What follows belongs to an exercise in optimizing a design on an open flow for small area and a short achievable clock period; a production flow would make more cautious choices. Only simulation tests tie the RTL to the original design; equivalence was not proved.

Setup of build 79:
Design fpu, start of the top module:
module fpu #(
    parameter DATA_WIDTH = 32,
    parameter INST_WIDTH = 1
)(
    input                   i_clk,
    input                   i_rst_n,
    input  [DATA_WIDTH-1:0] i_data_a,
    input  [DATA_WIDTH-1:0] i_data_b,
    input  [INST_WIDTH-1:0] i_inst,
    input                   i_valid,
    output [DATA_WIDTH-1:0] o_data,
    output                  o_valid
);
For scale: about 3300 cells after synthesis, ~24000 sq um of cells after synthesis.
Settings: LEC_CHECK=0, ABC_AREA=1, CAP_MARGIN=20, CORE_MARGIN=2, CORE_UTILIZATION=45, PLACE_DENSITY=0.6, SLEW_MARGIN=20, SYNTH_HIERARCHICAL=1; clock period 70.0 ns.
standard.sh (not shown) runs the stock make flow with config.mk's settings and CLKGATE_MAP_FILE= SYNTH_SCRIPT=/design/flow/synth_recipe.tcl, a recipe that flattens the netlist after the stock synthesis.
==> flow/flow/run.sh <==
#!/bin/bash
# Standard synthesis, then an inverter clean-up around the full adders
# (flow/netopt.py), then the rest of the standard layout with plain
# buffers on the ports and setup repair aimed beyond the clock period.
set -euo pipefail
R=orfs/results/${FLOW_PLATFORM}/fpu/base
LIB=${FLOW_HOME}/platforms/${FLOW_PLATFORM}/lib/sky130_fd_sc_hd__tt_025C_1v80.lib
bash standard.sh synth > synth.log 2>&1
cp $R/1_2_yosys.v 1_2_yosys_std.v
python3 flow/netopt.py "$LIB" 1_2_yosys_std.v $R/1_2_yosys.v > netopt.log 2>&1
rm -f $R/1_synth.odb $R/1_synth.sdc
export BUFFER_PORTS_ARGS="-buffer_cell sky130_fd_sc_hd__buf_2"
export SETUP_SLACK_MARGIN=${MARGIN:-45}
bash standard.sh finish > layout.log 2>&1
Other scripts of this flow, unchanged in this note and not shown: flow/flow/netopt.py
Every stage of the flow completed for build 79, and the final layout passed the timing, DRC and antenna checks.
Input changes introduced in build 14 (baseline for comparison: build 79):
--- a/flow/flow/run.sh
+++ b/flow/flow/run.sh
@@ -12,3 +12,3 @@
 export BUFFER_PORTS_ARGS="-buffer_cell sky130_fd_sc_hd__buf_2"
-export SETUP_SLACK_MARGIN=${MARGIN:-45}
+export SETUP_SLACK_MARGIN=${MARGIN:-47}
 bash standard.sh finish > layout.log 2>&1
==> run notes <==
NOTE: end-of-flow core utilization in build 14 exceeds that of build 79
Compared with build 79, the detailed router inserted more vias in build 14.
Build 79 has a lower area of all placed cells without fillers than build 14.
Changes observed in build 14 relative to build 79: worst hold slack held, setup slack went up 1.51 ns, area fraction of clock buffers and clock inverters held.
diff inputs: build 14 => build 42
--- a/flow/flow/run.sh
+++ b/flow/flow/run.sh
@@ -12,3 +12,3 @@
 export BUFFER_PORTS_ARGS="-buffer_cell sky130_fd_sc_hd__buf_2"
-export SETUP_SLACK_MARGIN=${MARGIN:-47}
+export SETUP_SLACK_MARGIN=${MARGIN:-50}
 bash standard.sh finish > layout.log 2>&1
Findings:
Between build 42 and build 14, it is build 42 whose final design instance area without fill is higher, by about 8%.
The number of cells on the critical path of build 42 is higher than that of build 14.
Summary: with build 14 as the reference, first-pass GRT wire length in build 42 moved up by a little under 10%.
#### Input delta (build 10 over build 42)
Settings: swapping 0.6 for 0.72 in PLACE_DENSITY; swapping 45 for 55 in CORE_UTILIZATION.
--- a/flow/flow/run.sh
+++ b/flow/flow/run.sh
@@ -12,3 +12,3 @@
 export BUFFER_PORTS_ARGS="-buffer_cell sky130_fd_sc_hd__buf_2"
-export SETUP_SLACK_MARGIN=${MARGIN:-50}
+export SETUP_SLACK_MARGIN=${MARGIN:-46}
 bash standard.sh finish > layout.log 2>&1
==> run notes <==
Compared with build 42, build 10 has less setup slack.
Across both runs, wire length of the first global-routing pass was lower for build 10 than for build 42.
Of build 42 and build 10, build 10 shows the higher part of the cycle the worst path needs, with build 42 below it.

---

== job 8594 ==
fpu again, from the RTL that the note above started with.
export LEC_CHECK = 0
export ABC_AREA = 1
export CAP_MARGIN = 20
export CORE_MARGIN = 2
export CORE_UTILIZATION = 45
export PLACE_DENSITY = 0.6
export SLEW_MARGIN = 20
export SYNTH_HIERARCHICAL = 1
create_clock -name core_clock -period 70.0 [get_ports {i_clk}]
==> flow/flow/run.sh <==
#!/bin/bash
# Standard synthesis, then an inverter clean-up around the full adders
# (flow/netopt.py), then the rest of the standard layout with plain
# buffers on the ports and setup repair aimed beyond the clock period.
set -euo pipefail
R=orfs/results/${FLOW_PLATFORM}/fpu/base
LIB=${FLOW_HOME}/platforms/${FLOW_PLATFORM}/lib/sky130_fd_sc_hd__tt_025C_1v80.lib
bash standard.sh synth > synth.log 2>&1
cp $R/1_2_yosys.v 1_2_yosys_std.v
python3 flow/netopt.py "$LIB" 1_2_yosys_std.v $R/1_2_yosys.v > netopt.log 2>&1
rm -f $R/1_synth.odb $R/1_synth.sdc
export BUFFER_PORTS_ARGS="-buffer_cell sky130_fd_sc_hd__buf_2"
export SETUP_SLACK_MARGIN=${MARGIN:-43}
bash standard.sh finish > layout.log 2>&1
Other scripts of this flow, unchanged in this note and not shown: flow/flow/netopt.py
Having completed the whole flow, job 8594 delivered a layout that passed the timing, DRC and antenna checks.
For job 8285, these inputs were changed with respect to job 8594:
diff --git a/flow/flow/run.sh b/flow/flow/run.sh
--- a/flow/flow/run.sh
+++ b/flow/flow/run.sh
@@ -11,4 +11,4 @@
 rm -f $R/1_synth.odb $R/1_synth.sdc
 export BUFFER_PORTS_ARGS="-buffer_cell sky130_fd_sc_hd__buf_2"
-export SETUP_SLACK_MARGIN=${MARGIN:-43}
+export SETUP_SLACK_MARGIN=${MARGIN:-46}
 bash standard.sh finish > layout.log 2>&1
[summary]
Floorplan row count of job 8285 is on par with job 8594.
The fraction of area in registers of job 8285 and that of job 8594 are within noise of each other.
Going from job 8594 to job 8285, post-CTS setup buffer count grows by 11.
Summary of job 8285 over job 8594: number of inverters outside the clock class in the layout up 3; setup slack up 2.35 ns.

---

indigo:
Another version of the RTL of fpu (not shown whole).
Size: about 3300 cells after synthesis, roughly 0.023 mm² of cells after synthesis.
==> flow/config.mk <==
export PLATFORM = sky130hd
export DESIGN_NAME = fpu
export DESIGN_NICKNAME = fpu
export VERILOG_FILES = /design/flow/design.v
export SDC_FILE = /design/flow/constraint.sdc
export NUM_CORES = 4
export LEC_CHECK = 0
export ABC_AREA = 1
export CAP_MARGIN = 20
export CORE_MARGIN = 2
export CORE_UTILIZATION = 45
export PLACE_DENSITY = 0.6
export SLEW_MARGIN = 20
export SYNTH_HIERARCHICAL = 1
==> flow/constraint.sdc <==
create_clock -name core_clock -period 70.0 [get_ports {i_clk}]
set_input_delay 14.0000 -clock core_clock [delete_from_list [all_inputs] [get_ports {i_clk}]]
set_output_delay 14.0000 -clock core_clock [all_outputs]
set_load 0.01 [all_outputs]
==> flow/flow/run.sh <==
#!/bin/bash
# Standard synthesis, then an inverter clean-up around the full adders
# (flow/netopt.py), then the rest of the standard layout with plain
# buffers on the ports and setup repair aimed beyond the clock period.
set -euo pipefail
R=orfs/results/${FLOW_PLATFORM}/fpu/base
LIB=${FLOW_HOME}/platforms/${FLOW_PLATFORM}/lib/sky130_fd_sc_hd__tt_025C_1v80.lib
bash standard.sh synth > synth.log 2>&1
cp $R/1_2_yosys.v 1_2_yosys_std.v
python3 flow/netopt.py "$LIB" 1_2_yosys_std.v $R/1_2_yosys.v > netopt.log 2>&1
rm -f $R/1_synth.odb $R/1_synth.sdc
export BUFFER_PORTS_ARGS="-buffer_cell sky130_fd_sc_hd__buf_2"
export SETUP_SLACK_MARGIN=${MARGIN:-47}
bash standard.sh finish > layout.log 2>&1
Other scripts of this flow, unchanged in this note and not shown: flow/flow/netopt.py
Modified inputs, delta compared to indigo
Settings: an added GPL_TIMING_DRIVEN of 1.
[summary]
From delta to indigo, vias after detailed routing did not move at all. The final setup violation count was comparable across delta and indigo. From indigo to delta, sequential share of layout area did not move at all. Compared indigo against delta; CTS H-tree depth within noise.
Setup changes, delta to fjord
Settings: GPL_TIMING_DRIVEN no longer set, was 1.
-- flow/flow/run.sh --
<<< delta, line 12
export BUFFER_PORTS_ARGS="-buffer_cell sky130_fd_sc_hd__buf_2"
export SETUP_SLACK_MARGIN=${MARGIN:-47}
bash standard.sh finish > layout.log 2>&1
>>> fjord, line 12
export BUFFER_PORTS_ARGS="-buffer_cell sky130_fd_sc_hd__buf_2"
export SETUP_SLACK_MARGIN=${MARGIN:-48}
bash standard.sh finish > layout.log 2>&1
Notes after the runs:
Diff delta -> fjord: count of mapped cells out of synthesis held steady; signal arrival time at the worst endpoint shrank by 0.79 ns; shortest clock period the worst path allows after layout decreased by 0.80 ns relative to the old numbers.
On routed length on met3, the higher figure sits with fjord, not delta.
### fjord -> onyx
-- flow/flow/run.sh --
<<< fjord, line 12
export BUFFER_PORTS_ARGS="-buffer_cell sky130_fd_sc_hd__buf_2"
export SETUP_SLACK_MARGIN=${MARGIN:-48}
bash standard.sh finish > layout.log 2>&1
>>> onyx, line 12
export BUFFER_PORTS_ARGS="-buffer_cell sky130_fd_sc_hd__buf_2"
export SETUP_SLACK_MARGIN=${MARGIN:-46}
bash standard.sh finish > layout.log 2>&1
Notes after the runs:
onyx was carried through to the last stage, and its layout satisfied the timing, DRC and antenna checks. Layout net count came out lower on onyx than on fjord. Looking at worst path required time, onyx sits 0.05 ns higher than fjord does. Diff fjord -> onyx: global-route wire length before repair has decreased, cell area after layout has decreased. Diff fjord -> onyx: met2 routed wirelength dropped 5.4%, core occupancy in the finished layout dropped 4.8 points, routed wire length dropped 7000 µm.

## re-timing with driven ports
No port has a modelled driver above. Below, the same layouts with a new extraction and two added sets of constraints.
Step 1, drivers: a clkbuf_16 drives i_clk and a buf_2 each remaining input, both assumed.
Step 2 times the ports against the registers' clock, not the clock port: input delays grow and output delays shrink by t, the midpoint of the rising clock arrivals with the driver on.
Slacks: ideal ports / drivers / drivers and shift; pairs: ideal ports / drivers.
| run | shift t [ns] | setup WS [ns] | hold WS [ns] |
|---|---|---|---|
| build 79 | 0.338 | 45.751 / 45.765 / 45.427 | 0.474 / 0.474 / 0.474 |
| build 14 | 0.343 | 47.261 / 47.279 / 46.937 | 0.476 / 0.476 / 0.476 |
| build 42 | 0.341 | 47.673 / 47.666 / 47.325 | 0.472 / 0.472 / 0.472 |
| build 10 | 0.330 | 46.473 / 46.492 / 46.162 | 0.472 / 0.472 / 0.472 |
| job 8594 | 0.338 | 44.257 / 44.271 / 43.934 | 0.474 / 0.474 / 0.474 |
| job 8285 | 0.339 | 46.603 / 46.612 / 46.273 | 0.473 / 0.473 / 0.473 |
| indigo | 0.341 | 47.494 / 47.475 / 47.134 | 0.473 / 0.473 / 0.473 |
| delta | 0.341 | 47.494 / 47.475 / 47.134 | 0.473 / 0.473 / 0.473 |
| fjord | 0.342 | 48.289 / 48.225 / 47.884 | 0.473 / 0.473 / 0.473 |
| onyx | 0.341 | 46.570 / 46.594 / 46.253 | 0.473 / 0.473 / 0.473 |
After both steps setup and hold are still met in every run listed. The setup slack of fjord, which loses most, moves by -0.064 ns with the drivers and by -0.405 ns with both steps.
